Source: an optimization exercise on an open RTL-to-GDS flow (aim: small area). Production flows keep margins and buffers that such runs may drop. Function was checked by simulation only, so behaviour that the tests miss may differ from the original.

## rgb2ycrcb
module rgb2ycrcb(clk, rst, r, g, b, y, cr, cb);
	input        clk;
	input        rst;
	input  [9:0] r, g, b;
	output reg [9:0] y, cr, cb;
	reg [31:0] pa;
	reg [39:0] pb;
	reg rst1, rst2;
	wire kill = rst | rst1 | rst2;
	wire g1;
	assign g1 = r[0] & ~g[0];
	wire g2;
	gx2 ug2 (.a(r[0]), .b(g[0]), .y(g2));
	wire i3;
	assign i3 = ~g[1];
	wire s4;
	wire c5;
	fa us4 (.a(r[1]), .b(i3), .c(g1), .s(s4), .co(c5));
	wire i6;
	assign i6 = ~g[2];
	wire s7;
	wire c8;
	fa us7 (.a(r[2]), .b(i6), .c(c5), .s(s7), .co(c8));
	wire i9;
	assign i9 = ~g[3];
	wire s10;
	wire c11;
	fa us10 (.a(r[3]), .b(i9), .c(c8), .s(s10), .co(c11));
	wire i12;
	assign i12 = ~g[4];
	wire s13;
	wire c14;
	fa us13 (.a(r[4]), .b(i12), .c(c11), .s(s13), .co(c14));
	wire i15;
	assign i15 = ~g[5];
	wire s16;
	wire c17;
	fa us16 (.a(r[5]), .b(i15), .c(c14), .s(s16), .co(c17));
	wire i18;
	assign i18 = ~g[6];
	wire s19;
	wire c20;
	fa us19 (.a(r[6]), .b(i18), .c(c17), .s(s19), .co(c20));
	wire i21;
	assign i21 = ~g[7];
	wire s22;
	wire c23;
	fa us22 (.a(r[7]), .b(i21), .c(c20), .s(s22), .co(c23));
	wire i24;
	assign i24 = ~g[8];
	wire s25;
	wire c26;
	fa us25 (.a(r[8]), .b(i24), .c(c23), .s(s25), .co(c26));
	wire i27;
	assign i27 = ~g[9];
	wire s28;
	wire c29;
	fa us28 (.a(r[9]), .b(i27), .c(c26), .s(s28), .co(c29));
	wire g30;
	assign g30 = b[0] & ~g[0];
	wire g31;
	gx2 ug31 (.a(b[0]), .b(g[0]), .y(g31));
	wire s32;
	wire c33;
	fa us32 (.a(b[1]), .b(i3), .c(g30), .s(s32), .co(c33));
	wire s34;
	wire c35;
	fa us34 (.a(b[2]), .b(i6), .c(c33), .s(s34), .co(c35));
	wire s36;
	wire c37;
	fa us36 (.a(b[3]), .b(i9), .c(c35), .s(s36), .co(c37));
	wire s38;
	wire c39;
	fa us38 (.a(b[4]), .b(i12), .c(c37), .s(s38), .co(c39));
	wire s40;
	wire c41;
  ...
For scale: ~470 cells after synthesis, ~100 flip-flops, roughly 6500 um^2 of cells after synthesis.
Settings: LEC_CHECK=0, CAP_MARGIN=20, CORE_MARGIN=2, CORE_UTILIZATION=65, CTS_BUF_LIST=sky130_fd_sc_hd__clkbuf_8, SLEW_MARGIN=20, SYNTH_HIERARCHICAL=1, SYNTH_MINIMUM_KEEP_SIZE=0; clock period 6.0 ns.
standard.sh (not shown) runs the stock make flow with config.mk's settings and CLKGATE_MAP_FILE= SYNTH_SCRIPT=/design/flow/synth_recipe.tcl, a recipe that flattens the netlist after the stock synthesis.
==> flow/flow/run.sh <==
#!/bin/bash
# Standard ORFS layout; the only change is the cell used for the port buffers.
set -euo pipefail
bash standard.sh "BUFFER_PORTS_ARGS=-buffer_cell sky130_fd_sc_hd__buf_1" finish > make_finish.log 2>&1
Rerun with:
==> flow/run.sh (new file) <==
#!/bin/bash
# synth_recipe.tcl (not shown) runs the flow's synth.tcl, then flattens the netlist and writes it again
# the make line also repeats each setting of config.mk as NAME=value (left out here)
make -C /OpenROAD-flow-scripts/flow DESIGN_CONFIG=/design/flow/config.mk WORK_HOME=/design/flow/orfs CLKGATE_MAP_FILE= SYNTH_SCRIPT=/design/flow/synth_recipe.tcl finish
- CORE_UTILIZATION: 65 -> 40
- CTS_BUF_LIST: sky130_fd_sc_hd__clkbuf_8 -> default
removed: flow/flow/run.sh
removed: flow/standard.sh
Result:
- The changed run finished clean
- setup slack is worse by 0.11 ns
- core utilization falls by 25 points
- global-route usage falls by 8.7 points
Rerun with:
==> flow/flow/run.sh (new file) <==
#!/bin/bash
# Standard ORFS layout with two changes: small port buffers, and a clock tree of small
# buffers without dummy loads.
set -euo pipefail
bash standard.sh \
  "BUFFER_PORTS_ARGS=-buffer_cell sky130_fd_sc_hd__buf_1" \
  "CTS_ARGS=-sink_clustering_enable -repair_clock_nets -root_buf sky130_fd_sc_hd__clkbuf_8 -buf_list sky130_fd_sc_hd__clkbuf_4 -sink_clustering_size 7 -sink_clustering_max_diameter 40 -dont_use_dummy_load" \
  finish > make_finish.log 2>&1
==> flow/standard.sh (new file) <==
#!/bin/bash
# synth_recipe.tcl (not shown) runs the flow's synth.tcl, then flattens the netlist and writes it again
# the make line also repeats each setting of config.mk as NAME=value (left out here)
make -C /OpenROAD-flow-scripts/flow DESIGN_CONFIG=/design/flow/config.mk WORK_HOME=/design/flow/orfs CLKGATE_MAP_FILE= SYNTH_SCRIPT=/design/flow/synth_recipe.tcl "${@:-finish}"
- CORE_UTILIZATION: 40 -> 70
removed: flow/run.sh
Result:
- The new run completed with no timing, DRC or antenna violations
- global-route usage climbs by 11 points
- design area goes down by 9.3%
- cell count falls by 15%
Rerun with:
==> flow/flow/run.sh (replaced) <==
#!/bin/bash
# Standard ORFS layout with two changes: small port buffers, and a clock tree of small
# buffers without dummy loads.
set -euo pipefail
bash standard.sh \
  "BUFFER_PORTS_ARGS=-buffer_cell sky130_fd_sc_hd__buf_1" \
  "CTS_ARGS=-sink_clustering_enable -repair_clock_nets -buf_list sky130_fd_sc_hd__clkbuf_8 -dont_use_dummy_load" \
  finish > make_finish.log 2>&1
What happened: Global-route usage stays the same; final area is unchanged; wire length is unchanged.

== indigo ==
Another version of the RTL of rgb2ycrcb (not shown whole).
Size in the first run: about 100 flip-flops, about 62 I/O pins, about 0.0058 mm^2 of cells after synthesis.
export LEC_CHECK = 0
export ABC_CLOCK_PERIOD_IN_PS = 20000
export CAP_MARGIN = 20
export CORE_MARGIN = 2
export CORE_UTILIZATION = 75
export GPL_TIMING_DRIVEN = 0
export SLEW_MARGIN = 20
export SYNTH_HIERARCHICAL = 1
export SYNTH_MINIMUM_KEEP_SIZE = 0
create_clock -name core_clock -period 6.0 [get_ports {clk}]
==> flow/flow/run.sh <==
#!/bin/bash
# Standard ORFS layout with two changes: small port buffers, and a clock tree of small
# buffers without dummy loads.
set -euo pipefail
bash standard.sh \
  "BUFFER_PORTS_ARGS=-buffer_cell sky130_fd_sc_hd__buf_1" \
  "CTS_ARGS=-sink_clustering_enable -repair_clock_nets -buf_list sky130_fd_sc_hd__clkbuf_8 -dont_use_dummy_load" \
  finish > make_finish.log 2>&1
For onyx, these inputs were changed with respect to indigo:
==> flow/config.mk <==
export PLATFORM = sky130hd
export DESIGN_NAME = rgb2ycrcb
export DESIGN_NICKNAME = rgb2ycrcb
export VERILOG_FILES = /design/flow/design.v
export SDC_FILE = /design/flow/constraint.sdc
export NUM_CORES = 4
export LEC_CHECK = 0
export CAP_MARGIN = 20
export CORE_MARGIN = 2
export CORE_UTILIZATION = 75
export GPL_TIMING_DRIVEN = 1
export SLEW_MARGIN = 20
export SYNTH_HIERARCHICAL = 1
export SYNTH_MINIMUM_KEEP_SIZE = 0
Findings:
onyx has critical path arrival below what indigo had. STATUS number of violations reported at the end of detailed-routing iteration 0: onyx loses against indigo. onyx has more setup slack than indigo. Reported for onyx and indigo, number of max-slew violations in the final report turned out identical to the last digit. Relative to indigo, layout cell share with drive strength beyond 1 increased by 0.80 points in onyx. Compared with indigo, onyx shows post-layout instance area that has gone up slightly.

## the previous run
rgb2ycrcb, a different RTL version from the one above (not shown whole).
Size: roughly 450 cells after synthesis, about 96 flip-flops, roughly 62 I/O pins, about 6100 um^2 of cells after synthesis.
## rgb2ycrcb
module rgb2ycrcb(clk, rst, r, g, b, y, cr, cb);
	input        clk;
	input        rst;
	input  [9:0] r, g, b;
	output reg [9:0] y, cr, cb;
	reg [31:0] pa;
	reg [33:0] pb;
	reg rst1, rst2;
	wire kill = rst | rst1 | rst2;
	wire x1;
	gxn ux1 (.a(r[0]), .b(g[0]), .y(x1));
	wire c2;
	assign c2 = (r[0] | ~g[0]);
	wire i3;
	assign i3 = ~g[1];
	wire s4;
	wire c5;
	fa us4 (.a(r[1]), .b(i3), .c(c2), .s(s4), .co(c5));
	wire i6;
	assign i6 = ~g[2];
	wire s7;
	wire c8;
	fa us7 (.a(r[2]), .b(i6), .c(c5), .s(s7), .co(c8));
	wire i9;
	assign i9 = ~g[3];
	wire s10;
	wire c11;
	fa us10 (.a(r[3]), .b(i9), .c(c8), .s(s10), .co(c11));
	wire i12;
	assign i12 = ~g[4];
	wire s13;
	wire c14;
	fa us13 (.a(r[4]), .b(i12), .c(c11), .s(s13), .co(c14));
	wire i15;
	assign i15 = ~g[5];
	wire s16;
	wire c17;
	fa us16 (.a(r[5]), .b(i15), .c(c14), .s(s16), .co(c17));
	wire i18;
	assign i18 = ~g[6];
	wire s19;
	wire c20;
	fa us19 (.a(r[6]), .b(i18), .c(c17), .s(s19), .co(c20));
	wire i21;
	assign i21 = ~g[7];
	wire s22;
	wire c23;
	fa us22 (.a(r[7]), .b(i21), .c(c20), .s(s22), .co(c23));
	wire i24;
	assign i24 = ~g[8];
	wire s25;
	wire c26;
	fa us25 (.a(r[8]), .b(i24), .c(c23), .s(s25), .co(c26));
	wire i27;
	assign i27 = ~g[9];
	wire s28;
	wire c29;
	fa us28 (.a(r[9]), .b(i27), .c(c26), .s(s28), .co(c29));
	wire x30;
  ...
Settings: LEC_CHECK=0, CAP_MARGIN=20, CORE_MARGIN=2, CORE_UTILIZATION=75, GPL_TIMING_DRIVEN=0, SLEW_MARGIN=20, SYNTH_HIERARCHICAL=1, SYNTH_MINIMUM_KEEP_SIZE=0; clock period 6.0 ns.
Scripts as last shown in full above: flow/flow/run.sh
Per the final summary, the previous run finished and its layout is clean on timing, DRC and antenna.
Changes in the current run relative to the previous run:
--- a/flow/flow/run.sh
+++ b/flow/flow/run.sh
@@ -6,3 +6,3 @@
   "BUFFER_PORTS_ARGS=-buffer_cell sky130_fd_sc_hd__buf_1" \
-  "CTS_ARGS=-sink_clustering_enable -repair_clock_nets -buf_list sky130_fd_sc_hd__clkbuf_8 -dont_use_dummy_load" \
+  "CTS_ARGS=-sink_clustering_enable -repair_clock_nets -root_buf sky130_fd_sc_hd__clkbuf_8 -buf_list sky130_fd_sc_hd__clkbuf_4 -sink_clustering_size 6 -sink_clustering_max_diameter 25 -sink_clustering_levels 1 -dont_use_dummy_load" \
   finish > make_finish.log 2>&1
[summary]
Re routed length on met1: no difference whatsoever between the previous run and the current run. From the previous run to the current run the numbers moved as follows: weighted congestion reported at the end of routability-driven placement essentially unchanged; number of standard-cell rows in the floorplan has remained practically unchanged; share of the clock period used by the worst path after layout shows no meaningful change; number of different library cells in the post-synthesis netlist saw little to no change. The cell area after technology mapping on the current run is in line with that on the previous run. | post-synthesis cell count | the current run vs the previous run | ≈ equal |. The previous run → the current run: area of all placed cells without fillers closely matched the old numbers, area overhead of the layout relative to synthesis closely matched the old numbers.

rgb2ycrcb again, from the RTL that the note above started with.
Settings: LEC_CHECK=0, CAP_MARGIN=20, CORE_MARGIN=2, CORE_UTILIZATION=70, SLEW_MARGIN=20, SYNTH_HIERARCHICAL=1, SYNTH_MINIMUM_KEEP_SIZE=0; clock period 6.0 ns.
==> flow/flow/run.sh <==
#!/bin/bash
# Standard ORFS layout with two changes: small port buffers, and a clock tree of small
# buffers without dummy loads.
set -euo pipefail
bash standard.sh \
  "BUFFER_PORTS_ARGS=-buffer_cell sky130_fd_sc_hd__buf_1" \
  "CTS_ARGS=-sink_clustering_enable -repair_clock_nets -buf_list sky130_fd_sc_hd__clkbuf_8 -dont_use_dummy_load" \
  finish > make_finish.log 2>&1
Rerun with:
- GPL_TIMING_DRIVEN: default -> 0
After rerunning: The new run finished clean. Synthesized cell count is unchanged. Hold slack degrades by 0.040 ns. Setup slack degrades by 0.081 ns.

==> port drivers added, routing unchanged <==
The flow's constraints put no driver on any port. The routed layouts listed below were extracted and timed again, unchanged, in two steps.
Step 1 assumes that a clkbuf_16 drives the clock port and a buf_2 every other input.
Step 2, shift: input delay + t, output delay - t, t = (earliest + latest rising clock arrival at the registers) / 2. This alone moves slack from input paths to output paths.
Three values: ideal, step 1, step 2; two values: the first two.
run | t, ns | setup WS [ns] | cell pins on the clock port's net
the first run of note 1 | 0.389 | 0.898 / 0.898 / 0.785 | 1
the second run of note 1 | 0.388 | 0.788 / 0.809 / 0.421 | 1
the third run of note 1 | 0.386 | 0.854 / 0.854 / 0.750 | 1
the fourth run of note 1 | 0.386 | 0.854 / 0.854 / 0.750 | 1
indigo | 0.380 | 0.103 / 0.103 / 0.103 | 1
onyx | 0.380 | 0.205 / 0.205 / 0.205 | 1
the previous run | 0.387 | 0.288 / 0.288 / 0.288 | 1
the current run | 0.387 | 0.288 / 0.288 / 0.288 | 1
the first run of note 4 | 0.389 | 0.363 / 0.363 / 0.363 | 1
the second run of note 4 | 0.374 | 0.281 / 0.281 / 0.281 | 1
After both steps setup and hold are still met in every run listed. The setup slack of the second run of note 1, which loses most, moves by +0.021 ns with the drivers and by -0.367 ns with both steps.
